Background: an optimization exercise with open tools, aiming at a short achievable clock period and few clock cycles. Do not read the settings as production practice.
Function was checked by simulation only, so behaviour that the tests miss may differ from the original.
Power and IR drop assume default switching activity.

==> design/flow/flow/run.sh <==
#!/bin/bash
# The standard layout (standard.sh: ORFS synthesis to final) with two
# layout settings changed; the clock, its period and the I/O constraints are
# the standard flow's, unchanged:
# - SETUP_SLACK_MARGIN: repair_timing works until the worst setup slack is
#   this many ns (or it can do no better);
# - BUFFER_PORTS_ARGS: every input and output port still gets a buffer, a
#   buf_4 instead of the default delay buffer.
# ORFS writes each step's full log under orfs/logs/; make's own output goes
# to orfs_make.log here.
set -euo pipefail
bash standard.sh SETUP_SLACK_MARGIN=6.5 "BUFFER_PORTS_ARGS=-buffer_cell sky130_fd_sc_hd__buf_4" finish > orfs_make.log 2>&1
==> design/flow/standard.sh <==
#!/bin/bash
# synth_recipe.tcl (not shown) runs the flow's synth.tcl, then flattens the netlist and writes it again
# the make line also repeats each setting of config.mk as NAME=value (left out here)
make -C /OpenROAD-flow-scripts/flow DESIGN_CONFIG=/design/flow/config.mk WORK_HOME=/design/flow/orfs CLKGATE_MAP_FILE= SYNTH_SCRIPT=/design/flow/synth_recipe.tcl "${@:-finish}"
==> design/flow/config.mk <==
export PLATFORM = sky130hd
export DESIGN_NAME = RV32nexpo
export DESIGN_NICKNAME = RV32nexpo
export VERILOG_FILES = /design/flow/design.v
export SDC_FILE = /design/flow/constraint.sdc
export NUM_CORES = 4
export LEC_CHECK = 0
export ABC_CLOCK_PERIOD_IN_PS = 2500
export CAP_MARGIN = 20
export CORE_MARGIN = 2
export CORE_UTILIZATION = 40
export SLEW_MARGIN = 20
==> design/flow/constraint.sdc <==
create_clock -name core_clock -period 10.0 [get_ports {clk}]
set_input_delay 2.0000 -clock core_clock [delete_from_list [all_inputs] [get_ports {clk}]]
set_output_delay 2.0000 -clock core_clock [all_outputs]
set_load 0.01 [all_outputs]
==> design/flow/design.v <==
module ALU (
  input  [10:0] op,     
  input         sra,    
  input  [31:0] in1,
  input  [31:0] in2,
  input  [2:0]  funct3,  
  output [31:0] sum,     
  output [31:0] ALUout,
  output        branch
);
  assign sum = in1 + in2;
  wire [32:0] minus = {1'b0, in1} - {1'b0, in2};
  wire LTU = minus[32];
  wire LT  = (in1[31] ^ in2[31]) ? in1[31] : minus[32];
  wire EQ  = (in1 == in2);
  wire [31:0] sll = in1 << in2[4:0];
  wire [31:0] sr  = $signed({sra & in1[31], in1}) >>> in2[4:0];
  assign ALUout = ({32{op[0]}} & sum)
                | ({32{op[1]}} & minus[31:0])
                | ({32{op[2]}} & sll)
                | ({32{op[3]}} & {31'b0, LT})
                | ({32{op[4]}} & {31'b0, LTU})
                | ({32{op[5]}} & (in1 ^ in2))
                | ({32{op[6]}} & sr)
                | ({32{op[7]}} & (in1 | in2))
                | ({32{op[8]}} & (in1 & in2));
  reg br;
  always @(*) case (funct3)
    3'b000:  br = EQ;
    3'b001:  br = !EQ;
    3'b100:  br = LT;
    3'b101:  br = !LT;
    3'b110:  br = LTU;
    3'b111:  br = !LTU;
    default: br = 1'b0;
  endcase
  assign branch = br;
endmodule
module SumEq (
  input  [31:0] a,
  input  [31:0] b,
  input  [31:2] c,
  output        eq
);
  wire [1:0]  lo = a[1:0] + b[1:0];
  wire [31:0] nc = ~{c, lo};
  wire [31:0] x  = a ^ b ^ nc;
  wire [31:0] y  = {(a[30:0] & b[30:0]) | (a[30:0] & nc[30:0]) | (b[30:0] & nc[30:0]), 1'b0};
  assign eq = &(x ^ y);
endmodule
module registros (
  input         clk,
  input  [4:0]  readReg1,
  input  [4:0]  readReg2,
  output [31:0] reg1,
  output [31:0] reg2,
  input  [4:0]  wr_reg,    
  input  [31:0] wr_data
);
  reg [31:0] WORKREG [1:31];
  assign reg1 = (readReg1 == 5'd0) ? 32'b0 : WORKREG[readReg1];
  assign reg2 = (readReg2 == 5'd0) ? 32'b0 : WORKREG[readReg2];
  always @(posedge clk)
    if (wr_reg != 5'd0)
      WORKREG[wr_reg] <= wr_data;
endmodule
module LoadfromMEM (
  input  [31:0] data_mem,    
  input  [31:0] other,       
  input         use_other,
  input  [3:0]  b0sel,       
  input         b1m1,        
  input         b1m3,        
  input         b1s,         
  input         b23m,        
  input         b23s,        
  input  [3:0]  sgsel,       
  output [31:0] data_readed
);
  wire sign = |(sgsel & {data_mem[31], data_mem[23], data_mem[15], data_mem[7]});
  assign data_readed[7:0]   = ({8{b0sel[0]}} & data_mem[7:0])
                            | ({8{b0sel[1]}} & data_mem[15:8])
                            | ({8{b0sel[2]}} & data_mem[23:16])
                            | ({8{b0sel[3]}} & data_mem[31:24])
                            | ({8{use_other}} & other[7:0]);
  assign data_readed[15:8]  = ({8{b1m1}} & data_mem[15:8])
                            | ({8{b1m3}} & data_mem[31:24])
                            | ({8{b1s & sign}})
                            | ({8{use_other}} & other[15:8]);
  assign data_readed[31:16] = ({16{b23m}} & data_mem[31:16])
                            | ({16{b23s & sign}})
                            | ({16{use_other}} & other[31:16]);
endmodule
module RV32nexpo (
  input rst,
  input clk,
  output error,
  output end_prog,
  input  [31:0] InstrData,
  output [31:0] InstrAddr,
  input  [31:0] mem_in,
  output [31:0] mem_out,
  output [31:0] mem_address,
  output [3:0]  mem_mask,
  output mem_read,
  output mem_write
);
  reg rst_r;
  always @(posedge clk) rst_r <= rst;
  reg [31:2] f_pc;       
  reg        i_v;        
  reg [31:2] i_pc;       
  reg        d_v;
  reg [31:0] d_ir;
  reg [31:2] d_pc;
  reg        halt_end, halt_err;
  reg        i_fp, d_fp;   
  reg [31:2] i_ptgt, d_ptgt, e_ptgt;   
  reg [15:0] bt_v;
  integer    bj;
  reg        be_en, be_val, bd_en;
  reg [31:2] be_pc, be_tgt, bd_pc, bd_tgt;
  reg [11:6] bt_tag [0:15];
  reg [31:2] bt_tgt [0:15];
  wire [3:0] F_idx = f_pc[5:2];
  wire       F_hit = bt_v[F_idx] & (bt_tag[F_idx] == f_pc[11:6]);
  wire [31:2] F_next = F_hit ? bt_tgt[F_idx] : f_pc + 30'd1;
  assign InstrAddr = {f_pc, 2'b00};
  assign end_prog  = halt_end;
  assign error     = halt_err;
  wire halted = halt_end | halt_err;
  wire [6:0] D_opcode = d_ir[6:0];
  wire [4:0] D_rd     = d_ir[11:7];
  wire [2:0] D_funct3 = d_ir[14:12];
  wire [4:0] D_rs1    = d_ir[19:15];
  wire [4:0] D_rs2    = d_ir[24:20];
  wire D_isLOAD   = (D_opcode == 7'b0000011);
  wire D_isFENCE  = (D_opcode == 7'b0001111);
  wire D_isALUimm = (D_opcode == 7'b0010011);
  wire D_isAUIPC  = (D_opcode == 7'b0010111);
  wire D_isSTORE  = (D_opcode == 7'b0100011);
  wire D_isALUreg = (D_opcode == 7'b0110011);
  wire D_isLUI    = (D_opcode == 7'b0110111);
  wire D_isBRANCH = (D_opcode == 7'b1100011);
  wire D_isJALR   = (D_opcode == 7'b1100111);
  wire D_isJAL    = (D_opcode == 7'b1101111);
  wire D_isSYSTEM = (D_opcode == 7'b1110011);
  wire D_f3zero   = (D_funct3 == 3'b000);
  wire D_isEBREAK = D_isSYSTEM & D_f3zero & d_ir[20];
  wire D_isCSR    = D_isSYSTEM & !D_f3zero;
  wire D_isILL    = !(D_isLOAD | D_isFENCE | D_isALUimm | D_isAUIPC | D_isSTORE |
                      D_isALUreg | D_isLUI | D_isBRANCH | D_isJALR | D_isJAL |
                      D_isSYSTEM) | (D_isSYSTEM & D_f3zero & !d_ir[20]);
  wire D_use1 = D_isLOAD | D_isALUimm | D_isSTORE | D_isALUreg | D_isBRANCH |
                D_isJALR | (D_isCSR & !D_funct3[2]);
  wire D_use2 = D_isSTORE | D_isALUreg | D_isBRANCH;
  wire D_wr   = D_isLOAD | D_isALUimm | D_isAUIPC | D_isALUreg | D_isLUI |
                D_isJAL | D_isJALR | D_isCSR;
  wire [4:0] D_rdw = D_wr ? D_rd : 5'd0;
  wire [4:0] D_rs1u = D_use1 ? D_rs1 : 5'd0;
  wire [4:0] D_rs2u = D_use2 ? D_rs2 : 5'd0;
  wire [31:0] D_Iimm = {{21{d_ir[31]}}, d_ir[30:20]};
  wire [31:0] D_Simm = {{21{d_ir[31]}}, d_ir[30:25], d_ir[11:7]};
  wire [31:0] D_Bimm = {{20{d_ir[31]}}, d_ir[7], d_ir[30:25], d_ir[11:8], 1'b0};
  wire [31:0] D_Jimm = {{12{d_ir[31]}}, d_ir[19:12], d_ir[20], d_ir[30:21], 1'b0};
  wire [31:0] D_Uimm = {d_ir[31:12], 12'b0};
  wire [31:0] D_aimm = D_isSTORE ? D_Simm : D_Iimm;      
  wire [31:2]  D_jtgt  = d_pc + D_Jimm[31:2];            
  wire [31:2]  D_btgt  = d_pc + D_Bimm[31:2];            
  wire [31:12] D_auhi  = d_pc[31:12] + d_ir[31:12];      
  wire [31:2]  D_tgt   = D_isJAL ? D_jtgt : D_btgt;
  wire [31:2]  D_link  = d_pc + 30'd1;                   
  wire D_brShort  = D_isBRANCH & !d_ir[31] & (d_ir[30:25] == 6'd0) & !d_ir[7] &
                    !d_ir[8] & (d_ir[11:9] != 3'd0) & (d_ir[11:9] <= 3'd4);
  wire [1:0] D_brK = d_ir[10:9] - 2'd1;    
  wire D_jalShort = D_isJAL & !d_ir[31] & (d_ir[30:24] == 7'd0) & (d_ir[19:12] == 8'd0) &
                    !d_ir[20] & !d_ir[21] & (d_ir[23:22] != 2'd0);
  wire [1:0] D_jalK = d_ir[23:22] - 2'd1;  
  wire [31:0] rf1, rf2;
  reg  [31:0] r_res;
  reg  [4:0]  r_rdw;
  registros reg32 (
    .clk(clk),
    .readReg1(D_rs1), .readReg2(D_rs2),
    .reg1(rf1), .reg2(rf2),
    .wr_reg(r_rdw), .wr_data(r_res));
  reg [4:0] e_rdw, m_rdw, w_rdw;
  reg       e_ld, m_ld, w_ld;
  reg       e_sq;    
  wire [4:0] e_rdwv = e_sq ? 5'd0 : e_rdw;
  wire       e_ldv  = e_ld & !e_sq;
  reg        e_isAUIPC, e_auz;
  reg [31:0] e_pres;
  wire        D_jrKnown = D_isJALR & e_isAUIPC & !e_sq & (D_rs1 != 5'd0) & (D_rs1 == e_rdw);
  wire [31:2] D_jrTgt   = e_pres[31:2] + D_Iimm[31:2];
  wire        D_jrShort = D_jrKnown & e_auz & !d_ir[31] & (d_ir[30:25] == 6'd0) &
                          (d_ir[21:20] == 2'd0) & (d_ir[24:22] >= 3'd2) & (d_ir[24:22] <= 3'd4);
  wire [1:0]  D_jrK = d_ir[23:22] - 2'd2;    
  wire D_predT = (D_isJAL & !D_jalShort) | (D_isBRANCH & d_ir[31]) | (D_jrKnown & !D_jrShort);
  wire D_pred  = d_fp | D_predT | D_jrShort;    
  reg [31:0] m_res, w_res;
  wire h1E = (D_rs1u != 5'd0) & (D_rs1u == e_rdwv);
  wire h1M = (D_rs1u != 5'd0) & (D_rs1u == m_rdw);
  wire h1W = (D_rs1u != 5'd0) & (D_rs1u == w_rdw);
  wire h1R = (D_rs1  != 5'd0) & (D_rs1  == r_rdw);
  wire h2E = (D_rs2u != 5'd0) & (D_rs2u == e_rdwv);
  wire h2M = (D_rs2u != 5'd0) & (D_rs2u == m_rdw);
  wire h2W = (D_rs2u != 5'd0) & (D_rs2u == w_rdw);
  wire h2R = (D_rs2  != 5'd0) & (D_rs2  == r_rdw);
  reg  [1:0] kill_cnt;    
  wire D_stall = d_v & (kill_cnt == 2'd0) & (((h1E | h2E) & e_ldv) | ((h1M | h2M) & m_ld));
  reg [3:0]  w_b0sel, w_sgsel;
  reg        w_b1m1, w_b1m3, w_b1s, w_b23m, w_b23s;
  wire [31:0] W_val;    
  LoadfromMEM load (
    .data_mem(mem_in), .other(w_res), .use_other(!w_ld),
    .b0sel(w_b0sel), .b1m1(w_b1m1), .b1m3(w_b1m3), .b1s(w_b1s),
    .b23m(w_b23m), .b23s(w_b23s), .sgsel(w_sgsel), .data_readed(W_val));
  wire [31:0] E_res;
  wire [31:0] D_rs1m = h1M ? m_res : h1R ? r_res : rf1;
  wire [31:0] D_rs2m = h2M ? m_res : h2R ? r_res : rf2;
  wire        D_bimm = !(D_isALUreg | D_isBRANCH);   
  wire [31:0] D_bm   = D_bimm ? D_aimm : D_rs2m;
  wire [31:0] D_rs1v = h1E ? E_res : (h1W & !h1M) ? W_val : D_rs1m;
  wire [31:0] D_rs2v = h2E ? E_res : (h2W & !h2M) ? W_val : D_rs2m;
  wire [31:0] D_bv   = (h2E & !D_bimm) ? E_res : (h2W & !h2M & !D_bimm) ? W_val : D_bm;
  wire D_aluop = D_isALUreg | D_isALUimm;
  wire D_alt   = D_isALUreg ? d_ir[30] : (d_ir[30] & D_funct3 == 3'b101);
  wire [8:0] D_op;
  assign D_op[0] = (D_aluop & D_funct3 == 3'b000 & !(D_isALUreg & d_ir[30])) | D_isLOAD | D_isSTORE;
  assign D_op[1] = D_aluop & D_funct3 == 3'b000 & D_isALUreg & d_ir[30];
  assign D_op[2] = D_aluop & D_funct3 == 3'b001;
  assign D_op[3] = D_aluop & D_funct3 == 3'b010;
  assign D_op[4] = D_aluop & D_funct3 == 3'b011;
  assign D_op[5] = D_aluop & D_funct3 == 3'b100;
  assign D_op[6] = D_aluop & D_funct3 == 3'b101;
  assign D_op[7] = D_aluop & D_funct3 == 3'b110;
  assign D_op[8] = D_aluop & D_funct3 == 3'b111;
  wire D_usePres = D_isLUI | D_isAUIPC | D_isJAL | D_isJALR;
  wire [31:0] D_pres = D_isLUI ? D_Uimm : D_isAUIPC ? {D_auhi, d_pc[11:2], 2'b00} : {D_link, 2'b00};
  wire [11:0] D_csr = d_ir[31:20];
  wire [4:0] D_csrsel;
  assign D_csrsel[0] = D_csr == 12'h800;
  assign D_csrsel[1] = D_csr == 12'hC00 || D_csr == 12'hC01;
  assign D_csrsel[2] = D_csr == 12'hC80 || D_csr == 12'hC81;
  assign D_csrsel[3] = D_csr == 12'hC02;
  assign D_csrsel[4] = D_csr == 12'hC82;
  reg        e_brShort;
  reg [1:0]  e_brK;
  reg        e_v, e_isBr, e_isJALR, e_isStore, e_pred, e_isCSR, e_usePres, e_sra;
  reg [8:0]  e_op;
  reg [4:0]  e_csrsel;
  reg [2:0]  e_f3;
  reg [4:0]  e_zimm;
  reg [31:0] e_a, e_b, e_s;
  reg [31:2] e_alt, e_pc, e_tgt;
  reg        e_fp, e_isJAL;
  wire [31:0] E_a = e_a;
  wire [31:0] E_b = e_b;
  wire [31:0] E_s = e_s;
  wire [31:0] E_sum, E_alu;
  wire        E_take;
  ALU alu (
    .op({2'b00, e_op}), .sra(e_sra), .in1(E_a), .in2(E_b), .funct3(e_f3),
    .sum(E_sum), .ALUout(E_alu), .branch(E_take));
  wire E_jalrEq;
  SumEq jalrcheck (.a(E_a), .b(E_b), .c(e_ptgt), .eq(E_jalrEq));
  wire E_jalrOk   = e_pred & E_jalrEq;
  wire E_fpMis    = !e_sq & e_fp & ((e_isBr & E_take) | e_isJAL) & (e_ptgt != e_tgt);
  wire E_redirect = (!e_sq & ((e_isBr & !e_brShort & (E_take ^ e_pred)) | (e_isJALR & !E_jalrOk))) | E_fpMis;
  wire E_skip     = !e_sq & e_isBr & e_brShort & E_take & (e_brK != 2'd0);   
  wire [31:2] E_target = e_isJALR ? E_sum[31:2] : e_alt;
  wire E_btIns = !e_sq & ((e_isBr & !e_pred & E_take) | (e_isJALR & !E_jalrOk));
  wire E_btDel = (!e_sq & e_isBr & e_pred & !E_take) | E_fpMis;
  reg [63:0] cycle, instret;
  reg [31:0] PWM_;
  wire [31:0] E_csrv = ({32{e_csrsel[0]}} & PWM_)
                     | ({32{e_csrsel[1]}} & cycle[31:0])
                     | ({32{e_csrsel[2]}} & cycle[63:32])
                     | ({32{e_csrsel[3]}} & instret[31:0])
                     | ({32{e_csrsel[4]}} & instret[63:32]);
  wire [31:0] E_csrsrc = e_f3[2] ? {27'b0, e_zimm} : E_a;
  wire [31:0] E_csrnew = (e_f3[1:0] == 2'b01) ? E_csrsrc
                       : (e_f3[1:0] == 2'b10) ? (PWM_ | E_csrsrc)
                       :                        (PWM_ & ~E_csrsrc);
  assign E_res = E_alu
                    | ({32{e_usePres}} & e_pres)
                    | ({32{e_isCSR}} & E_csrv);
  wire [31:0] E_sdata = e_f3[1] ? E_s : e_f3[0] ? {2{E_s[15:0]}} : {4{E_s[7:0]}};
  wire [3:0]  E_smask = e_f3[1] ? 4'b1111
                      : e_f3[0] ? (E_sum[1] ? 4'b1100 : 4'b0011)
                      : (4'b0001 << E_sum[1:0]);
  reg [31:2] m_addr;
  reg [31:0] m_sdata;
  reg [3:0]  m_mask;
  reg        m_rd, m_wr;
  reg [2:0]  m_f3;
  reg [1:0]  m_lo;
  assign mem_address = {m_addr, 2'b00};
  assign mem_out     = m_sdata;
  assign mem_mask    = m_mask;
  assign mem_read    = m_rd;
  assign mem_write   = m_wr;
  reg         r_redir, rd_redir;
  reg  [31:2] r_tgt, rd_tgt, r_tgtB;
  reg         r_useB;
  wire D_go   = d_v & !D_stall & !halted & !r_redir & !rd_redir & (kill_cnt == 2'd0);
  wire D_kill = kill_cnt != 2'd0;
  wire D_halt = D_go & !E_redirect & !E_skip & (D_isEBREAK | D_isILL);
  wire D_pass = D_go & !(D_isEBREAK | D_isILL);
  wire D_fpbad = d_fp & (D_kill | !(D_isBRANCH | D_isJAL | D_isJALR));
  wire D_redir = d_v & (D_fpbad | (D_predT & !d_fp & !D_kill));
  wire [31:2] D_rtgt = d_fp ? D_link : D_isJALR ? D_jrTgt : D_tgt;
  wire E_recover = E_skip & d_v & !D_stall & (D_redir | d_fp);
  wire        F_alt   = rst_r | r_redir | rd_redir | (D_stall & i_v);
  wire [31:2] F_altpc = rst_r ? 30'd0 : r_redir ? (r_useB ? r_tgtB : r_tgt) : rd_redir ? rd_tgt : i_pc;
  always @(posedge clk) begin
    f_pc <= F_alt ? F_altpc : F_next;
    if (rst_r | r_redir | rd_redir) begin
      i_v  <= 1'b0;
      d_v  <= 1'b0;
    end else if (D_stall) begin
      i_v  <= !i_v;             
    end else begin
      i_v  <= 1'b1;
      d_v  <= i_v & !halted;
    end
    i_pc <= f_pc;
    i_fp <= F_hit;
    i_ptgt <= bt_tgt[F_idx];
    r_redir <= !rst_r & (E_redirect | E_recover);
    rd_redir <= !rst_r & d_v & !r_redir & !rd_redir & !D_stall & D_redir;
    rd_tgt   <= D_rtgt;
    r_tgt   <= (e_isBr & e_brShort) ? D_link : E_target;   
    r_tgtB  <= e_tgt;
    r_useB  <= E_fpMis;
    if (!D_stall) begin
      d_ir <= InstrData;
      d_pc <= i_pc;
      d_fp <= i_fp;
      d_ptgt <= i_ptgt;
    end
    be_en  <= !rst_r & (E_btIns | E_btDel);
    be_val <= E_btIns;
    be_pc  <= e_pc;
    be_tgt <= E_target;
    bd_en  <= !rst_r & d_v & !d_fp & (D_isJAL | (D_isBRANCH & d_ir[31]) | D_jrKnown);
    bd_pc  <= d_pc;
    bd_tgt <= D_isJALR ? D_jrTgt : D_tgt;
    if (be_en) begin
      bt_tag[be_pc[5:2]] <= be_pc[11:6];
      bt_tgt[be_pc[5:2]] <= be_tgt;
    end else if (bd_en) begin
      bt_tag[bd_pc[5:2]] <= bd_pc[11:6];
      bt_tgt[bd_pc[5:2]] <= bd_tgt;
    end
    for (bj = 0; bj < 16; bj = bj + 1)
      if (rst_r)
        bt_v[bj] <= 1'b0;
      else if (be_en ? (be_pc[5:2] == bj) : (bd_en & (bd_pc[5:2] == bj)))
        bt_v[bj] <= be_en ? be_val : 1'b1;
    e_a     <= D_rs1v;
    e_b     <= D_bv;
    e_s     <= D_rs2v;
    e_pres  <= D_pres;
    e_alt   <= D_pred ? D_link : D_btgt;
    e_pred  <= D_pred;
    e_pc    <= d_pc;
    e_tgt   <= D_tgt;
    e_fp    <= d_fp;
    e_ptgt  <= d_fp ? d_ptgt : D_jrShort ? d_pc + {28'd0, D_jrK} + 30'd1 : D_jrTgt;
    e_op    <= D_op;
    e_sra   <= D_alt;
    e_f3    <= D_funct3;
    e_zimm  <= D_rs1;
    e_csrsel <= D_csrsel;
    e_usePres <= D_usePres;
    e_isCSR <= D_isCSR;
    if (rst_r | !D_pass) begin
      e_v       <= 1'b0;
      e_isBr    <= 1'b0;
      e_isJALR  <= 1'b0;
      e_isJAL   <= 1'b0;
      e_isAUIPC <= 1'b0;
      e_auz     <= 1'b0;
      e_isStore <= 1'b0;
      e_ld      <= 1'b0;
      e_rdw     <= 5'd0;
    end else begin
      e_v       <= 1'b1;
      e_isBr    <= D_isBRANCH;
      e_isJALR  <= D_isJALR;
      e_isJAL   <= D_isJAL;
      e_isAUIPC <= D_isAUIPC;
      e_auz     <= D_isAUIPC & (d_ir[31:12] == 20'd0);
      e_isStore <= D_isSTORE;
      e_ld      <= D_isLOAD;
      e_rdw     <= D_rdw;
    end
    e_sq <= !rst_r & (E_redirect | E_skip);
    if (rst_r | E_redirect)
      kill_cnt <= 2'd0;
    else if (E_skip)
      kill_cnt <= e_brK - {1'b0, d_v & !D_stall};
    else if (kill_cnt != 2'd0)
      kill_cnt <= kill_cnt - {1'b0, d_v & !halted & !r_redir & !rd_redir};
    else if (D_pass & !d_fp & (D_jalShort | D_jrShort))
      kill_cnt <= D_jalShort ? D_jalK : D_jrK;
    e_brShort <= D_brShort & !d_fp;
    e_brK     <= D_brK;
    if (rst_r) begin
      halt_end <= 1'b0;
      halt_err <= 1'b0;
    end else if (D_halt) begin
      halt_end <= D_isEBREAK;
      halt_err <= D_isILL;
    end
    m_res   <= E_res;
    m_addr  <= E_sum[31:2];
    m_lo    <= E_sum[1:0];
    m_sdata <= E_sdata;
    m_mask  <= E_smask;
    m_f3    <= e_f3;
    if (rst_r) begin
      m_rd  <= 1'b0;
      m_wr  <= 1'b0;
      m_ld  <= 1'b0;
      m_rdw <= 5'd0;
    end else begin
      m_rd  <= e_ldv;
      m_wr  <= e_isStore & !e_sq;
      m_ld  <= e_ldv;
      m_rdw <= e_rdwv;
    end
    w_res <= m_res;
    w_b0sel <= !m_ld ? 4'b0000 : m_f3[1] ? 4'b0001 : m_f3[0] ? (m_lo[1] ? 4'b0100 : 4'b0001)
                                                             : (4'b0001 << m_lo);
    w_b1m1  <= m_ld & (m_f3[1] | (m_f3[0] & !m_lo[1]));
    w_b1m3  <= m_ld & !m_f3[1] & m_f3[0] & m_lo[1];
    w_b1s   <= m_ld & !m_f3[1] & !m_f3[0];
    w_b23m  <= m_ld & m_f3[1];
    w_b23s  <= m_ld & !m_f3[1];
    w_sgsel <= (!m_ld | m_f3[1] | m_f3[2]) ? 4'b0000
             : m_f3[0] ? (m_lo[1] ? 4'b1000 : 4'b0010)
             :           (4'b0001 << m_lo);
    w_ld  <= m_ld;
    w_rdw <= rst_r ? 5'd0 : m_rdw;
    r_res <= W_val;
    r_rdw <= rst_r ? 5'd0 : w_rdw;
    if (rst_r) begin
      PWM_    <= 32'b0;
      cycle   <= 64'b0;
      instret <= 64'b0;
    end else begin
      cycle <= cycle + 64'd1;
      if (e_v & !e_sq) instret <= instret + 64'd1;
      if (e_v & !e_sq & e_isCSR & e_csrsel[0] & (e_f3[1] | (e_zimm != 5'd0))) PWM_ <= E_csrnew;
    end
  end
endmodule
==> results of run 1 <==
metrics by stage:
stage | setup WS [ns] | total power [mW]
floorplan | 6.43 | 14.4
global placement | 4.46 | 16.0
detailed placement | 4.56 | 16.0
CTS | 6.36 | 27.0
global route | 6.32 | 27.8
finish | 6.26 | 27.1
worst max path at each step:
stage	from	to	slack, ns	cells after the start
2_1_floorplan	d_ir[31]	bd_tgt[27]	6.43	11
3_3_place_gp	e_b[0]	e_b[12]	4.46	8
3_5_place_dp	e_b[1]	e_b[29]	4.56	13
4_1_cts	e_b[0]	e_b[9]	6.36	11
5_1_grt	e_a[26]	kill_cnt[0]	6.32	14
6_report	e_op[7]	e_b[0]	6.26	11
cell type report:
| class | instances | area share, % |
|---|---|---|
| inverter | 246 | 0.681 |
| clock buffer | 384 | 5.49 |
| clock inverter | 137 | 0.943 |
| tap | 3958 | 3.43 |
| timing repair inverter | 2 | 0.0121 |
| antenna | 14 | 0.0243 |
| sequential | 2579 | 47.5 |
| timing repair buffer | 715 | 5.24 |
| multi-input combinational | 5470 | 36.7 |
registers in the layout, indices dropped and copies added (netlist names), 32 cells and up, named ones only:
| register | flops |
|---|---|
| reg32.WORKREG | 992 |
| e_b | 32 |
| m_res | 32 |
| r_res | 32 |
| d_ir | 32 |
| w_res | 32 |
| instret | 64 |
| bt_tag | 96 |
| m_sdata | 32 |
| e_s | 32 |
| e_a | 32 |
| cycle | 64 |
| bt_tgt | 480 |
report_power, final:
| part | total (mW) | switching, mW | internal, mW | leakage [nW] |
|---|---|---|---|---|
| Combinational | 4.27 | 2.53 | 1.74 | 23.0 |
| Clock | 10.5 | 4.55 | 5.99 | 4.53 |
| Sequential | 12.3 | 0.466 | 11.9 | 22.7 |
| Total | 27.1 | 7.55 | 19.6 | 50.3 |
cell families (layout without fill, tap and decap cells):
family	count (synthesis)	after routing	synth area share, %
fa+ha+maj	225	225	2.55
other cells	1	18	0.00310
xor+xnor	408	408	2.95
mux	1210	1210	18.7
buf+inv	837	1484	2.76
flops	2579	2579	56.4
simple gates	1996	1997	7.52
compound gates	1626	1626	9.09
what timing repair did:
action | in CTS | in global routing
setup endpoints to repair | 548 | 240
buffers inserted | 194 | 94
gates resized for setup | 629 | 248
cloned | 37 | 14
pin swaps | 78 | 105
metal layers:
layer  wire, um  share of wire, %  vias up  track usage, %
met4      28900               6.2        8            15.5
met1     186000                40    44017            40.7
met2     205000                44     5349            44.1
met5        181             0.039        -           0.328
li1           -                 -    35238               -
met3      47800                10      983            5.58
layout by cell type, fill, tap and decap left out, types with 111 or more instances in the layout:
cell type / netlist / layout
edfxtp_1: 1661 / 1661
mux4_2: 824 / 824
dfxtp_1: 918 / 816
nor2_1: 791 / 726
buf_4: 13 / 536
nand2_1: 493 / 488
a21oi_1: 478 / 432
clkbuf_16: 0 / 307
inv_1: 238 / 220
o21ai_0: 254 / 219
xnor2_1: 209 / 196
xor2_1: 199 / 191
mux2i_1: 203 / 190
mux2_2: 183 / 181
ha_1: 189 / 136
nor3_1: 143 / 124
nand3_1: 123 / 117
a211oi_1: 138 / 111
==> run notes, run 1 <==
- Status: no timing/DRC/antenna violations
- PD cells: 188 mW/mm2
- Fin Setup TNS: 0 ns
- Critical Path AT: 4.53 ns
- Depth of the CTS H-tree: 5
- Overflow after GRT: 0
- Multi-input gate area: 0.0530 mm2
- Clock Pin Slew Worst Setup and Hold Paths: 0.06 ns
- Unrepaired setup endpoints after global routing: yes
- Reg2reg setup slack: 6.26 ns
- Worst r2r path cells: 11
- IO buf count: 165
- Vias per cell: 6.34
- Synth area leader: edfxtp_1
- Worst IR Drop VDD: 0.143 mV
- Wire per inst: 34.6 um
- Die footprint: 0.307 mm2
- Fin. max-slew vios: 0
- Non-filler instance count after layout: 13,505
- DRC viols: 0
- Headroom to the max-slew limit: 7.68%
- Initial antenna violation count: 27
- Sequential fraction of the synthesis area: 56.4%
- Final Setup Violations: 0
- CP Class: register to register
- Chip height: 554 um
- CTS Buf Count: 285
- # fillers: 25,876
- Synth warnings: 3
- Max Fclk: 268 MHz
- MaxCap Viol Count: 0
- Cells on Worst Hold Path: 0
- Final core occ: 48.0%
- Area share of the largest cell type after synthesis: 41.2%
- Final #Nets: 9,590
- Largest net degree at the start of global routing: 90
- CP cell instances: inv_1 -> buf_4 -> o21ai_0 -> a31oi_1 -> o211ai_1 -> a21oi_1 -> o211a_1 -> a21oi_1 -> nand2_1 -> o21ai_0 -> buf_4
- HP Start: bd_pc[9]
- Synth Register Bits: 2,579
- Initial Util: 40.3%
- Tcrit/Tclk final: 37.4%
- FF-to-FF Start: e_op[7]
- I/O pin count: 170
- First-pass GRT wire length: 643,000 um
- Clk_skew: 0.0811 ns
- Root Driver: clkbuf_16
- GP Congestion: 1.01
- Proportion of layout cells with a drive suffix above 1: 29.0%
- Clock latency on the worst-skew pair: 0.92 ns
- Req. time, crit path: 10.79 ns
- Async set or reset register ratio after synthesis: 0%
- Vias in the first global route: 82,692
- Area growth syn-to-layout: 19.3%
- TritonCTS clock tree: done
- Vias: 85,595
- Kind of cell adding the most delay to the critical path: compound AO/OA/AOI/OAI gates
- Min-delay worst type: register to register
- Initial DRC count: 12,359
- Final hold slack: 0.352 ns
- Min-Delay Endpoint: be_pc[9]
- Post-route ant nets: 0
- Netlist Area Pre-Place: 0.121 mm2
- Most common cell in the netlist: edfxtp_1
- Total track usage: 29.5%
- Drt first pass iters: 9
- Worst slew pin tran: 1.37 ns
- Placed Cells: 12,629
- Fin. Hold Viols: 0
- Commonest cells post-synth: edfxtp_1, dfxtp_1, mux4_2
- Crit end category: register
- Post-DP Area: 0.127 mm2
- Period minus WS final: 3.74 ns
- Design Area, Final: 0.144 mm2
- Mapped Cells: 8,882
- R2R Path End: e_b[0]
- Site Rows: 201
- CP Max Fanout: 32
- Sequential cell area: 0.0685 mm2
- Main area contributors after synthesis: edfxtp_1, mux4_2, dfxtp_1
- Synth unique cells: 99
- Dpl hpwl: 299,000 um
- Die width: 554 um
- CP max stage cell: a31oi_1
- Leakage: 50.3 nW
- Post-CTS Hold Fix Bufs: 0
- Total core area: 0.301 mm2
- CP Launch Type: register
- Post-Route WL: 467,000 um
- Number of synthesized flops with an enable pin: 1,661
- Clk sinks: 2,579
- Syn_area_per_cell: 13.6 um2
- Worst path bufs/invs: 3
- Largest stage delay on the critical path: 0.69 ns
- Ys flop type: edfxtp_1
- Max clock buf depth: 4
Testbench counts, summed over its fixed seeds: cycles 28,519.
==> inputs of run 2 (changes only) <==
--- a/design/flow/design.v
+++ b/design/flow/design.v
@@ -165,8 +165,14 @@
   wire [31:0] D_Jimm = {{12{d_ir[31]}}, d_ir[19:12], d_ir[20], d_ir[30:21], 1'b0};
   wire [31:0] D_Uimm = {d_ir[31:12], 12'b0};
   wire [31:0] D_aimm = D_isSTORE ? D_Simm : D_Iimm;      
-  wire [31:2]  D_jtgt  = d_pc + D_Jimm[31:2];            
-  wire [31:2]  D_btgt  = d_pc + D_Bimm[31:2];            
+  wire [31:0]  I_Bimm = {{20{InstrData[31]}}, InstrData[7], InstrData[30:25], InstrData[11:8], 1'b0};
+  wire [31:0]  I_Jimm = {{12{InstrData[31]}}, InstrData[19:12], InstrData[20], InstrData[30:21], 1'b0};
+  reg  [11:0]  d_blo, d_jlo;                             
+  wire [31:13] D_bhi = d_ir[31] ? (d_blo[11] ? d_pc[31:13] : d_pc[31:13] - 19'd1)
+                                : (d_blo[11] ? d_pc[31:13] + 19'd1 : d_pc[31:13]);
+  wire [31:13] D_jhi = d_pc[31:13] + {{12{d_ir[31]}}, d_ir[19:13]} + {18'd0, d_jlo[11]};
+  wire [31:2]  D_jtgt  = {D_jhi, d_jlo[10:0]};           
+  wire [31:2]  D_btgt  = {D_bhi, d_blo[10:0]};           
   wire [31:12] D_auhi  = d_pc[31:12] + d_ir[31:12];      
   wire [31:2]  D_tgt   = D_isJAL ? D_jtgt : D_btgt;
   wire [31:2]  D_link  = d_pc + 30'd1;                   
@@ -309,14 +315,17 @@
   wire D_halt = D_go & !E_redirect & !E_skip & (D_isEBREAK | D_isILL);
   wire D_pass = D_go & !(D_isEBREAK | D_isILL);
   wire D_fpbad = d_fp & (D_kill | !(D_isBRANCH | D_isJAL | D_isJALR));
-  wire D_redir = d_v & (D_fpbad | (D_predT & !d_fp & !D_kill));
-  wire [31:2] D_rtgt = d_fp ? D_link : D_isJALR ? D_jrTgt : D_tgt;
-  wire E_recover = E_skip & d_v & !D_stall & (D_redir | d_fp);
-  wire        F_alt   = rst_r | r_redir | rd_redir | (D_stall & i_v);
-  wire [31:2] F_altpc = rst_r ? 30'd0 : r_redir ? (r_useB ? r_tgtB : r_tgt) : rd_redir ? rd_tgt : i_pc;
+  wire D_fastC = d_v & !D_kill & !d_fp & ((D_isJAL & !D_jalShort) | (D_isBRANCH & d_ir[31]));
+  wire D_fast  = D_fastC & !r_redir & !rd_redir & !D_stall;
+  wire D_redir = d_v & (D_fpbad | (D_jrKnown & !D_jrShort & !d_fp & !D_kill));
+  wire [31:2] D_rtgt = d_fp ? D_link : D_jrTgt;
+  wire E_recover = E_skip & d_v & !D_stall & (D_redir | D_fastC | d_fp);
+  wire        F_alt   = rst_r | r_redir | rd_redir | (D_stall & i_v) | D_fast;
+  wire [31:2] F_altpc = rst_r ? 30'd0 : r_redir ? (r_useB ? r_tgtB : r_tgt) : rd_redir ? rd_tgt :
+                        D_fast ? D_tgt : i_pc;
   always @(posedge clk) begin
     f_pc <= F_alt ? F_altpc : F_next;
-    if (rst_r | r_redir | rd_redir) begin
+    if (rst_r | r_redir | rd_redir | D_fast) begin
       i_v  <= 1'b0;
       d_v  <= 1'b0;
     end else if (D_stall) begin
@@ -338,6 +347,8 @@
       d_ir <= InstrData;
       d_pc <= i_pc;
       d_fp <= i_fp;
+      d_blo <= {1'b0, i_pc[12:2]} + {1'b0, I_Bimm[12:2]};
+      d_jlo <= {1'b0, i_pc[12:2]} + {1'b0, I_Jimm[12:2]};
       d_ptgt <= i_ptgt;
     end
     be_en  <= !rst_r & (E_btIns | E_btDel);
--- a/design/flow/config.mk
+++ b/design/flow/config.mk
@@ -8,5 +8,5 @@
 export ABC_CLOCK_PERIOD_IN_PS = 2500
 export CAP_MARGIN = 20
 export CORE_MARGIN = 2
-export CORE_UTILIZATION = 40
+export CORE_UTILIZATION = 55
 export SLEW_MARGIN = 20
==> run notes, run 2 <==
- Final hold slack: 0.332 ns
- Sw frac: 26.2%
- Headroom to the max-slew limit: 19.6%
- Final core occ: 64.7%
- Synth Area in Adders: 2.51%
- Post-CTS Hold Fix Bufs: 0
- Crit end category: register
- Most frequent cells in the layout: edfxtp_1, dfxtp_1, mux4_2
- Number of synthesized flops with an enable pin: 1,685
- CTS Buf Count: 290
- Combinational Power Share: 14.1%
- Most common cell after layout, fill and taps aside: edfxtp_1
- Clk_skew: 0.0970 ns
- Wire per inst: 35.8 um
- DRC viols: 0
- Dpl hpwl: 286,000 um
- Psw: 6.87 mW
- Fin. Hold Viols: 0
- Reg power frac: 46.3%
- Initial DRC count: 14,111
- Mux cell area share after synthesis: 18.4%
- Most common cell in the netlist: edfxtp_1
- Worst IR Drop VDD: 0.178 mV
- Vias in the first global route: 82,647
- Xor-xnor portion of the synthesized cell area: 3.03%
- Unrepaired setup endpoints after global routing: yes
- Netlist Area Pre-Place: 0.122 mm2
- Area growth syn-to-layout: 17.2%
- Drt first pass iters: 10
- I/O pin count: 170
- Cell Int Power: 19.4 mW
- Placed Cells: 11,795
- Max clock buf depth: 4
- Final Setup Violations: 0
- Initial antenna violation count: 43
- MaxCap Viol Count: 0
- Max Fclk: 270 MHz
- Most flops, register: reg32.WORKREG
- Proportion of layout cells with a drive suffix above 1: 27.3%
- Status: no timing/DRC/antenna violations
- Post-route ant nets: 0
- Total track usage: 39.3%
- Main area contributors after synthesis: edfxtp_1, dfxtp_1, mux4_2
- Depth of the CTS H-tree: 5
- Mapped Cells: 9,069
- Synth Area in Compound Gates: 9.31%
- PnR worst setup slack: 6.29 ns
- CP Max Fanout: 7
- Area share of the largest cell type after synthesis: 41.4%
- IO buf count: 165
- Post-Route WL: 454,000 um
- Vias per cell: 6.89
- Req. time, crit path: 10.82 ns
- Place WS: 5.03 ns
- Commonest cells post-synth: edfxtp_1, dfxtp_1, mux4_2
- Vias: 87,376
- Synth area leader: edfxtp_1
- Worst slew pin tran: 1.20 ns
- Max FFs per register: 992
- Chip height: 476 um
- Syn_area_per_cell: 13.5 um2
- Post-DP Area: 0.127 mm2
- Leakage: 50.5 nW
- GP Congestion: 1.02
- Min-delay worst type: register to register
- Synth unique cells: 110
- Synth warnings: 3
- CP Class: register to register
- Initial Util: 55.2%
- Period minus WS final: 3.71 ns
- Async set or reset register ratio after synthesis: 0%
- Largest family of logic cells by synthesized area: multiplexers
- Ys flop type: edfxtp_1
- Root Driver: clkbuf_16
- PD cells: 183 mW/mm2
- Design Area, Final: 0.143 mm2
- TritonCTS clock tree: done
- Clk sinks: 2,603
- Site Rows: 173
- Pwr Total: 26.2 mW
- CP Launch Type: register
- Fin Setup TNS: 0 ns
- Die width: 476 um
- Die footprint: 0.226 mm2
- First-pass GRT wire length: 626,000 um
- Largest net degree at the start of global routing: 164
- Tcrit/Tclk final: 37.1%
- Fin. max-slew vios: 0
- Sequential fraction of the synthesis area: 56.4%
- Clock Pin Slew Worst Setup and Hold Paths: 0.06 ns
- Post-synthesis simple-gate area fraction: 7.47%
- Total core area: 0.222 mm2
- Clock share of power: 39.6%
- Critical Path AT: 4.52 ns
- Overflow after GRT: 0
- Clock latency on the worst-skew pair: 0.96 ns
- Synth Register Bits: 2,603
- Final #Nets: 9,767
- Non-filler instance count after layout: 12,683
run 2: worst paths after layout:
| check | slack, ns | endpoint | cells after the start | startpoint |
|---|---|---|---|---|
| worst min-delay path | 0.33 | w_res[22] | 0 | m_res[22] |
| worst max-delay path | 6.29 | r_tgt[15] | 13 | e_b[3] |
| worst min register to register | 0.33 | w_res[22] | 0 | m_res[22] |
| worst max register to register | 6.29 | r_tgt[15] | 13 | e_b[3] |
run 2: power by group through the flow:
stage                     logic, mW  clock network, mW  registers [mW]
after floorplan                1.78                  0            12.3
after global placement         2.95                  0            12.4
after detailed placement       2.97                  0            12.4
after CTS                      3.43               10.5            12.1
after global routing           3.83               10.9            12.2
final                          3.71               10.4            12.1
run 2: routing by layer:
layer | up-vias | global-route usage [%] | share of wire, %
li1 | 35852 | - | -
met4 | 20 | 20.7 | 6.2
met1 | 44291 | 56.1 | 39
met5 | - | 0 | 0.030
met2 | 6031 | 54.9 | 42
met3 | 1182 | 10.7 | 13
run 2: critical path: stages (launching register included):
cell	delay, ns
dfxtp_4	0.39
inv_6	0.04
buf_12	0.12
ha_4	0.31
o211ai_1	0.19
o21ai_2	0.30
a32oi_4	0.20
buf_4	0.18
a21o_1	0.22
xnor2_1	0.82
nor2_1	0.30
nor2_1	0.33
nand2_1	0.11
o21ai_0	0.12
run 2: layout make-up:
type | count | area [um2]
fillers | 16489 | 78300
flip-flops and latches | 2603 | 69200
multi-input cells | 5588 | 52700
clock buffers | 365 | 7880
repair buffers | 740 | 7580
well taps | 2975 | 3720
clock inverters | 140 | 1210
inverters | 252 | 1010
diodes | 17 | 42.5
repair inverters | 3 | 22.5
run 2: cells by family after synthesis:
group	Yosys count
AOI/OAI and AO/OA	1720
and+or+nand+nor	1983
xor gates and xnor gates	423
buffers and inverters	883
DFF	2603
other	1
adders and majority gates	223
muxes	1233
run 2: repair_timing:
action / 4_1_cts / 5_1_grt
gates resized for setup: 538 / 206
endpoints found under the setup margin: 521 / 342
endpoints found under the hold margin: 0 / 0
cloned: 22 / 14
pin swaps: 80 / 91
setup buffers: 228 / 102
Testbench counts of run 2, summed over its fixed seeds: cycles 28,327.
==> inputs of run 3 (changes only) <==
--- a/design/flow/design.v
+++ b/design/flow/design.v
@@ -195,7 +195,8 @@
   reg       e_sq;    
   wire [4:0] e_rdwv = e_sq ? 5'd0 : e_rdw;
   wire       e_ldv  = e_ld & !e_sq;
-  reg        e_isAUIPC, e_auz;
+  reg        e_isAUIPC, e_auz, e_isAdd;
+  reg [31:0] e_a, e_b;
   reg [31:0] e_pres;
   wire        D_jrKnown = D_isJALR & e_isAUIPC & !e_sq & (D_rs1 != 5'd0) & (D_rs1 == e_rdw);
   wire [31:2] D_jrTgt   = e_pres[31:2] + D_Iimm[31:2];
@@ -203,7 +204,11 @@
                           (d_ir[21:20] == 2'd0) & (d_ir[24:22] >= 3'd2) & (d_ir[24:22] <= 3'd4);
   wire [1:0]  D_jrK = d_ir[23:22] - 2'd2;    
   wire D_predT = (D_isJAL & !D_jalShort) | (D_isBRANCH & d_ir[31]) | (D_jrKnown & !D_jrShort);
-  wire D_pred  = d_fp | D_predT | D_jrShort;    
+  wire        D_early = D_isBRANCH & d_ir[31] & (D_funct3[2:1] == 2'b00) & (D_rs2 == 5'd0) &
+                        e_isAdd & !e_sq & (D_rs1 != 5'd0) & (D_rs1 == e_rdw);
+  wire        E_zero  = ((e_a ^ e_b) == {e_a[30:0] | e_b[30:0], 1'b0});
+  wire        D_earlyNT = D_early & !(D_funct3[0] ^ E_zero);   
+  wire D_pred  = D_earlyNT ? 1'b0 : (d_fp | D_predT | D_jrShort);    
   reg [31:0] m_res, w_res;
   wire h1E = (D_rs1u != 5'd0) & (D_rs1u == e_rdwv);
   wire h1M = (D_rs1u != 5'd0) & (D_rs1u == m_rdw);
@@ -258,7 +263,7 @@
   reg [4:0]  e_csrsel;
   reg [2:0]  e_f3;
   reg [4:0]  e_zimm;
-  reg [31:0] e_a, e_b, e_s;
+  reg [31:0] e_s;
   reg [31:2] e_alt, e_pc, e_tgt;
   reg        e_fp, e_isJAL;
   wire [31:0] E_a = e_a;
@@ -315,14 +320,15 @@
   wire D_halt = D_go & !E_redirect & !E_skip & (D_isEBREAK | D_isILL);
   wire D_pass = D_go & !(D_isEBREAK | D_isILL);
   wire D_fpbad = d_fp & (D_kill | !(D_isBRANCH | D_isJAL | D_isJALR));
-  wire D_fastC = d_v & !D_kill & !d_fp & ((D_isJAL & !D_jalShort) | (D_isBRANCH & d_ir[31]));
+  wire D_fastC = d_v & !D_kill & ((!d_fp & ((D_isJAL & !D_jalShort) | (D_isBRANCH & d_ir[31] & !D_earlyNT))) |
+                                  (d_fp & D_earlyNT));
   wire D_fast  = D_fastC & !r_redir & !rd_redir & !D_stall;
   wire D_redir = d_v & (D_fpbad | (D_jrKnown & !D_jrShort & !d_fp & !D_kill));
   wire [31:2] D_rtgt = d_fp ? D_link : D_jrTgt;
   wire E_recover = E_skip & d_v & !D_stall & (D_redir | D_fastC | d_fp);
   wire        F_alt   = rst_r | r_redir | rd_redir | (D_stall & i_v) | D_fast;
   wire [31:2] F_altpc = rst_r ? 30'd0 : r_redir ? (r_useB ? r_tgtB : r_tgt) : rd_redir ? rd_tgt :
-                        D_fast ? D_tgt : i_pc;
+                        D_fast ? (D_earlyNT ? D_link : D_tgt) : i_pc;
   always @(posedge clk) begin
     f_pc <= F_alt ? F_altpc : F_next;
     if (rst_r | r_redir | rd_redir | D_fast) begin
@@ -355,7 +361,7 @@
     be_val <= E_btIns;
     be_pc  <= e_pc;
     be_tgt <= E_target;
-    bd_en  <= !rst_r & d_v & !d_fp & (D_isJAL | (D_isBRANCH & d_ir[31]) | D_jrKnown);
+    bd_en  <= !rst_r & d_v & !d_fp & (D_isJAL | (D_isBRANCH & d_ir[31] & !D_earlyNT) | D_jrKnown);
     bd_pc  <= d_pc;
     bd_tgt <= D_isJALR ? D_jrTgt : D_tgt;
     if (be_en) begin
@@ -394,6 +400,7 @@
       e_isJAL   <= 1'b0;
       e_isAUIPC <= 1'b0;
       e_auz     <= 1'b0;
+      e_isAdd   <= 1'b0;
       e_isStore <= 1'b0;
       e_ld      <= 1'b0;
       e_rdw     <= 5'd0;
@@ -404,6 +411,7 @@
       e_isJAL   <= D_isJAL;
       e_isAUIPC <= D_isAUIPC;
       e_auz     <= D_isAUIPC & (d_ir[31:12] == 20'd0);
+      e_isAdd   <= D_aluop & D_op[0];
       e_isStore <= D_isSTORE;
       e_ld      <= D_isLOAD;
       e_rdw     <= D_rdw;
==> run notes, run 3 <==
- Post-route ant nets: 0
- Die width: 477 um
- Clk_skew: 0.120 ns
- Proportion of layout cells with a drive suffix above 1: 29.5%
- Sequential fraction of the synthesis area: 56.1%
- Min-Delay Endpoint: be_pc[8]
- Drt first pass iters: 8
- PD cells: 185 mW/mm2
- Area share of the largest cell type after synthesis: 41.1%
- Depth of the CTS H-tree: 5
- Min-delay worst type: register to register
- Post-synthesis simple-gate area fraction: 7.92%
- CP Class: register to register
- First-pass GRT wire length: 658,000 um
- CP Launch Type: register
- Multi-input gate area: 0.0549 mm2
- Worst slew pin tran: 1.34 ns
- Fin Setup TNS: 0 ns
- Final Setup Violations: 0
- Dpl hpwl: 300,000 um
- Overflow after GRT: 0
- Max Fclk: 252 MHz
- Most common cell in the netlist: edfxtp_1
- Most flops, register: reg32.WORKREG
- TritonCTS clock tree: done
- Commonest cells post-synth: edfxtp_1, dfxtp_1, mux4_2
- Post-CTS Hold Fix Bufs: 0
- Mux cell area share after synthesis: 18.7%
- Main area contributors after synthesis: edfxtp_1, dfxtp_1, mux4_2
- Cells on Worst Hold Path: 0
- Worst IR Drop VDD: 0.151 mV
- Period minus WS final: 3.97 ns
- Netlist Area Pre-Place: 0.123 mm2
- Synth unique cells: 100
- # fillers: 16,033
- Synth Area in Compound Gates: 8.68%
- Ys flop type: edfxtp_1
- Initial DRC count: 14,436
- Final #Nets: 9,957
- Synth area leader: edfxtp_1
- Clock latency on the worst-skew pair: 0.96 ns
- Max clock buf depth: 4
- Synth Area in Adders: 2.50%
- I/O pin count: 170
- Mapped Cells: 9,185
- Area growth syn-to-layout: 19.1%
- Most frequent cells in the layout: edfxtp_1, mux4_2, dfxtp_1
- Final hold slack: 0.298 ns
- Async set or reset register ratio after synthesis: 0%
- Non-filler instance count after layout: 12,888
- Fin. max-slew vios: 0
- Critical Path AT: 4.70 ns
- Xor-xnor portion of the synthesized cell area: 3.37%
- Placed Cells: 11,888
- GP Congestion: 1.05
- Initial antenna violation count: 54
- Synth warnings: 3
- Largest family of logic cells by synthesized area: multiplexers
- Synth Register Bits: 2,604
- Headroom to the max-slew limit: 10.7%
- DRC viols: 0
- HP Start: bd_pc[8]
- Reg2reg setup slack: 6.03 ns
- Chip height: 477 um
- Vias: 89,533
- Sequential cell area: 0.0693 mm2
- CP Max Fanout: 3
- Leakage: 51.6 nW
- Req. time, crit path: 10.73 ns
- Clk sinks: 2,604
- Status: no timing/DRC/antenna violations
- Post-Route WL: 482,000 um
- Wire per inst: 37.4 um
- Die footprint: 0.228 mm2
- Max FFs per register: 992
- Vias per cell: 6.95
- Fin. Hold Viols: 0
- Root Driver: clkbuf_16
- Total track usage: 41.3%
- CTS Buf Count: 292
- Number of synthesized flops with an enable pin: 1,685
- Syn_area_per_cell: 13.4 um2
- Most common cell after layout, fill and taps aside: edfxtp_1
- Initial Util: 55.4%
- Largest net degree at the start of global routing: 183
- Crit end category: register
- IO buf count: 165
- Site Rows: 173
- Post-DP Area: 0.128 mm2
- Clock Pin Slew Worst Setup and Hold Paths: 0.06 ns
- FF-to-FF Start: e_b[9]
- Tcrit/Tclk final: 39.7%
- Design Area, Final: 0.147 mm2
- Worst r2r path cells: 17
- MaxCap Viol Count: 0
- Vias in the first global route: 84,750
- Unrepaired setup endpoints after global routing: yes
- R2R Path End: e_b[30]
- Total core area: 0.222 mm2
[run 3: how the worst max path moves through the flow]
stage                       startpoint        end  slack [ns]
after detailed placement       d_ir[5]    f_pc[5]        3.41
after CTS                       e_a[0]    e_s[20]        6.26
after floorplan           InstrData[9]  d_blo[10]        6.44
after global placement         d_ir[5]    f_pc[5]        3.48
final                           e_b[9]    e_b[30]        6.03
after global routing            e_b[9]    e_b[30]        6.02
[run 3: repair_timing]
item | in CTS | in global routing
setup buffers | 308 | 99
resized for setup | 710 | 305
gates cloned | 37 | 17
endpoints found under the setup margin | 549 | 320
pin swaps | 137 | 130
[run 3: area by class of cell]
class / count / share of cell area (%)
clock inverters: 119 / 0.733
diodes: 32 / 0.0546
well taps: 2975 / 2.54
inverters: 253 / 0.707
flip-flops and latches: 2604 / 47.3
clock buffers: 388 / 5.48
repair buffers: 806 / 5.74
multi-input cells: 5707 / 37.4
repair inverters: 4 / 0.0307
[run 3: power by group]
part	leakage, nW	switching (mW)	internal, mW
Combinational	24.1	2.64	1.68
Clock	4.47	4.38	6.08
Sequential	23.0	0.390	11.9
Total	51.6	7.42	19.7
[run 3: critical path, stage by stage, from the launching register on]
cell and delay (ns):
dfxtp_2 0.34, inv_2 0.06, ha_4 0.24, or4_4 0.57
a211oi_4 0.20, o31ai_4 0.14, a2111oi_4 0.52, buf_4 0.20
buf_6 0.09, buf_12 0.09, o211ai_1 0.08, buf_4 0.17
a21oi_4 0.12, mux2i_1 0.08, o21ai_1 0.18, buf_6 0.18
nor2_4 0.05, o31ai_4 0.50
[run 3: cell families (layout without fill, tap and decap cells)]
group | after synthesis | after routing
other cells | 1 | 36
buf+inv | 878 | 1570
fa+ha+maj | 223 | 223
simple gates | 2132 | 2133
xor+xnor | 473 | 473
mux | 1262 | 1262
compound gates | 1612 | 1612
flops | 2604 | 2604
[run 3: stage by stage]
stage	utilization, %	worst slack [ns]	power, mW
after global routing	65.9	6.02	27.7
final	66.0	6.03	27.1
after floorplan	-	6.44	14.4
after detailed placement	57.5	3.41	16.0
after CTS	64.7	6.26	26.8
after global placement	57.5	3.48	15.9
[run 3: metal layers]
| metal | share of wire (%) | up-vias | wire length [um] | track usage, % |
|---|---|---|---|---|
| met2 | 43 | 6403 | 208000 | 59.4 |
| li1 | - | 36308 | - | - |
| met5 | 0.017 | - | 80 | 0 |
| met3 | 12 | 1498 | 56800 | 10.2 |
| met1 | 37 | 45312 | 178000 | 55.9 |
| met4 | 8.0 | 12 | 38500 | 27.0 |
Testbench counts of run 3, summed over its fixed seeds: cycles 27,945.
==> inputs of run 4 (changes only) <==
--- a/design/flow/design.v
+++ b/design/flow/design.v
@@ -8,10 +8,12 @@
   output [31:0] ALUout,
   output        branch
 );
-  assign sum = in1 + in2;
-  wire [32:0] minus = {1'b0, in1} - {1'b0, in2};
-  wire LTU = minus[32];
-  wire LT  = (in1[31] ^ in2[31]) ? in1[31] : minus[32];
+  wire        sum_co, minus_co;
+  wire [31:0] minus;
+  KSAdd #(.W(32)) add_u (.a(in1), .b(in2),  .cin(1'b0), .sum(sum),   .cout(sum_co));
+  KSAdd #(.W(32)) sub_u (.a(in1), .b(~in2), .cin(1'b1), .sum(minus), .cout(minus_co));
+  wire LTU = !minus_co;
+  wire LT  = (in1[31] ^ in2[31]) ? in1[31] : LTU;
   wire EQ  = (in1 == in2);
   wire [31:0] sll = in1 << in2[4:0];
   wire [31:0] sr  = $signed({sra & in1[31], in1}) >>> in2[4:0];
@@ -48,6 +50,37 @@
   wire [31:0] y  = {(a[30:0] & b[30:0]) | (a[30:0] & nc[30:0]) | (b[30:0] & nc[30:0]), 1'b0};
   assign eq = &(x ^ y);
 endmodule
+module KSAdd #(parameter W = 32) (
+  input  [W-1:0] a,
+  input  [W-1:0] b,
+  input          cin,
+  output [W-1:0] sum,
+  output         cout
+);
+  localparam L = (W > 16) ? 5 : (W > 8) ? 4 : (W > 4) ? 3 : (W > 2) ? 2 : 1;   
+  wire [W-1:0] p = a ^ b;
+  wire [W-1:0] g = a & b;
+  wire [W-1:0] G [0:L];
+  wire [W-1:0] P [0:L];
+  assign G[0] = {g[W-1:1], g[0] | (p[0] & cin)};
+  assign P[0] = p;
+  genvar l, i;
+  generate
+    for (l = 0; l < L; l = l + 1) begin : lvl
+      for (i = 0; i < W; i = i + 1) begin : bit_
+        if (i >= (1 << l)) begin : comb
+          assign G[l+1][i] = G[l][i] | (P[l][i] & G[l][i - (1 << l)]);
+          assign P[l+1][i] = P[l][i] & P[l][i - (1 << l)];
+        end else begin : pass
+          assign G[l+1][i] = G[l][i];
+          assign P[l+1][i] = P[l][i];
+        end
+      end
+    end
+  endgenerate
+  assign sum  = p ^ {G[L][W-2:0], cin};
+  assign cout = G[L][W-1];
+endmodule
 module registros (
   input         clk,
   input  [4:0]  readReg1,
@@ -170,7 +203,13 @@
   reg  [11:0]  d_blo, d_jlo;                             
   wire [31:13] D_bhi = d_ir[31] ? (d_blo[11] ? d_pc[31:13] : d_pc[31:13] - 19'd1)
                                 : (d_blo[11] ? d_pc[31:13] + 19'd1 : d_pc[31:13]);
-  wire [31:13] D_jhi = d_pc[31:13] + {{12{d_ir[31]}}, d_ir[19:13]} + {18'd0, d_jlo[11]};
+  wire [31:13] D_jhi;
+  wire        D_jhi_co, I_blo_co, I_jlo_co;
+  KSAdd #(.W(19)) jhi_u (.a(d_pc[31:13]), .b({{12{d_ir[31]}}, d_ir[19:13]}), .cin(d_jlo[11]),
+                         .sum(D_jhi), .cout(D_jhi_co));
+  wire [10:0] I_blo, I_jlo;
+  KSAdd #(.W(11)) blo_u (.a(i_pc[12:2]), .b(I_Bimm[12:2]), .cin(1'b0), .sum(I_blo), .cout(I_blo_co));
+  KSAdd #(.W(11)) jlo_u (.a(i_pc[12:2]), .b(I_Jimm[12:2]), .cin(1'b0), .sum(I_jlo), .cout(I_jlo_co));
   wire [31:2]  D_jtgt  = {D_jhi, d_jlo[10:0]};           
   wire [31:2]  D_btgt  = {D_bhi, d_blo[10:0]};           
   wire [31:12] D_auhi  = d_pc[31:12] + d_ir[31:12];      
@@ -353,8 +392,8 @@
       d_ir <= InstrData;
       d_pc <= i_pc;
       d_fp <= i_fp;
-      d_blo <= {1'b0, i_pc[12:2]} + {1'b0, I_Bimm[12:2]};
-      d_jlo <= {1'b0, i_pc[12:2]} + {1'b0, I_Jimm[12:2]};
+      d_blo <= {I_blo_co, I_blo};
+      d_jlo <= {I_jlo_co, I_jlo};
       d_ptgt <= i_ptgt;
     end
     be_en  <= !rst_r & (E_btIns | E_btDel);
==> run notes, run 4 <==
- Status: no timing/DRC/antenna violations
- Combinational Power Share: 15.7%
- CP Max Fanout: 5
- CTS Buf Count: 292
- Overflow after GRT: 0
- Area share of the largest cell type after synthesis: 41.0%
- Post-route ant nets: 0
- Leakage: 51.7 nW
- First-pass GRT wire length: 651,000 um
- DRC viols: 0
- Drt first pass iters: 8
- Sw frac: 27.0%
- PD cells: 186 mW/mm2
- Worst path bufs/invs: 4
- Final Setup Violations: 0
- Most common cell in the netlist: edfxtp_1
- Synth Register Bits: 2,604
- Req. time, crit path: 10.85 ns
- Most common cell after layout, fill and taps aside: edfxtp_1
- Max Fclk: 270 MHz
- Most flops, register: reg32.WORKREG
- Pwr Total: 27.3 mW
- Vias per cell: 6.93
- Synth warnings: 6
- Vias: 89,581
- Post-Route WL: 470,000 um
- Critical Path AT: 4.55 ns
- Kind of cell adding the most delay to the critical path: simple AND/OR/NAND/NOR gates
- Vias in the first global route: 85,169
- Worst slew pin tran: 1.25 ns
- Number of synthesized flops with an enable pin: 1,685
- Period minus WS final: 3.70 ns
- Die footprint: 0.228 mm2
- IO buf count: 165
- Syn_area_per_cell: 13.4 um2
- Final #Nets: 10,022
- Unrepaired setup endpoints after global routing: yes
- MaxCap Viol Count: 0
- Initial DRC count: 14,000
- Largest stage delay on the critical path: 0.41 ns
- Total track usage: 40.4%
- Fin Setup TNS: 0 ns
- Reg power frac: 45.1%
- CP max stage cell: dfxtp_4
- Synth unique cells: 109
- Depth of the CTS H-tree: 5
- Psw: 7.35 mW
- GP Congestion: 1.06
- Tcrit/Tclk final: 37.0%
- Proportion of layout cells with a drive suffix above 1: 29.9%
- Initial Util: 55.4%
- Commonest cells post-synth: edfxtp_1, dfxtp_1, mux4_2
- Largest net degree at the start of global routing: 115
- Headroom to the max-slew limit: 16.1%
- Sequential fraction of the synthesis area: 55.9%
- Dpl hpwl: 298,000 um
- Area growth syn-to-layout: 18.8%
- Cell Int Power: 19.9 mW
- Fin. Hold Viols: 0
- Fin. max-slew vios: 0
- Clock Pin Slew Worst Setup and Hold Paths: 0.07 ns
- Max FFs per register: 992
- CP Class: register to register
- Async set or reset register ratio after synthesis: 0%
- Die width: 478 um
- I/O pin count: 170
- Most frequent cells in the layout: edfxtp_1, mux4_2, dfxtp_1
- Chip height: 478 um
- Min-delay worst type: register to register
- Total core area: 0.223 mm2
- Max clock buf depth: 4
- CP cell instances: inv_4 -> ha_4 -> xor2_4 -> nand4_1 -> nor4_4 -> nand4_1 -> buf_6 -> or4_4 -> a31o_4 -> or2_4 -> buf_12 -> buf_12 -> a31oi_1 -> o211ai_1 -> o22ai_1
- Netlist Area Pre-Place: 0.123 mm2
- Ys flop type: edfxtp_1
- Clk_skew: 0.0895 ns
- Site Rows: 173
- Worst IR Drop VDD: 0.225 mV
- Mapped Cells: 9,229
- Root Driver: clkbuf_16
- Synth area leader: edfxtp_1
- Initial antenna violation count: 27
- Clock latency on the worst-skew pair: 0.97 ns
- TritonCTS clock tree: done
- Main area contributors after synthesis: edfxtp_1, mux4_2, dfxtp_1
- Clk sinks: 2,604
- Clock share of power: 39.2%
- Wire per inst: 36.4 um
- CP Launch Type: register
- Reg2reg setup slack: 6.30 ns
- Crit end category: register
[run 4: changes by cell type after synthesis, moves of 21 or more]
cell	delta
buf_1	-36
mux2_2	+41
mux2i_1	-74
nand2b_1	-25
nor3_1	+24
o21ai_0	+58
o31ai_1	-21
[run 4: cell families after synthesis]
group           after synthesis  synth area share [%]
flops                      2604                  55.9
simple gates               2164                  8.13
compound gates             1671                  8.79
mux                        1241                  18.6
buf+inv                     875                  2.83
xor+xnor                    451                  3.20
fa+ha+maj                   222                  2.48
other cells                   1               0.00304
[run 4: routing by layer]
metal	routed length (um)	GRT usage, %	part of all wire [%]
met1	180000	56.5	38
met2	200000	57.4	42
met3	59100	10.6	13
met4	31900	22.6	6.8
met5	106	0	0.023
[run 4: power groups by stage]
stage | registers (mW) | logic, mW | clock network (mW)
after global routing | 12.3 | 4.40 | 11.2
after CTS | 12.3 | 3.91 | 10.7
after detailed placement | 12.6 | 3.33 | 0
final | 12.3 | 4.29 | 10.7
after floorplan | 12.4 | 1.98 | 0
after global placement | 12.6 | 3.33 | 0
[run 4: final timing paths]
check           start        to  cells past startpoint
max           e_b[19]  f_pc[30]                     15
min          bd_pc[8]  be_pc[8]                      0
max reg2reg   e_b[19]  f_pc[30]                     15
min reg2reg  bd_pc[8]  be_pc[8]                      0
[run 4: timing repair]
action,4_1_cts,5_1_grt
setup endpoints to repair,542,310
pin swaps,150,186
hold buffers,0,0
resized for setup,672,333
cloned,42,10
hold endpoints to repair,0,0
setup buffers,250,138
[run 4: cell type report]
class / count / area, um2
Timing Repair Buffer: 818 / 8300
Tap cell: 2975 / 3720
Sequential cell: 2604 / 69400
Inverter: 256 / 1070
Antenna cell: 13 / 32.5
Multi-Input combinational cell: 5757 / 54700
Clock inverter: 119 / 1270
Fill cell: 16270 / 75900
Timing Repair inverter: 5 / 60.1
Clock buffer: 385 / 8080
[run 4: per-stage QoR]
step	cell area, um2	hold WS [ns]	std cells	utilization, %	setup slack (ns)
global placement	128000	0.333	11972	57.6	4.46
global route	147000	0.358	12923	65.9	6.19
floorplan	124000	0.326	9232	-	5.92
finish	147000	0.345	12932	65.9	6.30
detailed placement	128000	0.335	11973	57.7	4.51
CTS	144000	0.344	12769	64.7	6.25
Testbench counts of run 4, summed over its fixed seeds: cycles 27,945.

-- afterwards: timing with drivers on the ports --
No port has a modelled driver above. Below, the same layouts with a new extraction and two added sets of constraints.
Step 1 (the two cells are an assumption about what drives the block):
set clk [get_ports {clk}]
set_driving_cell -lib_cell sky130_fd_sc_hd__clkbuf_16 $clk
set_driving_cell -lib_cell sky130_fd_sc_hd__buf_2 [delete_from_list [all_inputs] $clk]
Step 2 times the ports against the registers' clock, not the clock port: input delays grow and output delays shrink by t, the midpoint of the rising clock arrivals with the driver on.
Three values: no drivers, after step 1, after step 2; two values: the first two.
run	t, ns	slack for setup (ns)	hold slack, ns	clock arrival spread, ns
run 1	0.971	6.263 / 6.263 / 5.799	0.352 / 0.352 / 0.352	0.098 / 0.098
run 2	1.006	6.294 / 6.294 / 5.583	0.332 / 0.332 / 0.332	0.101 / 0.101
run 3	0.991	6.026 / 6.026 / 5.376	0.298 / 0.298 / 0.298	0.123 / 0.124
run 4	1.041	6.298 / 6.298 / 5.642	0.345 / 0.345 / 0.345	0.094 / 0.094
After both steps setup and hold are still met in every run listed. The setup slack of run 2, which loses most, moves by 0.000 ns with the drivers and by -0.711 ns with both steps.
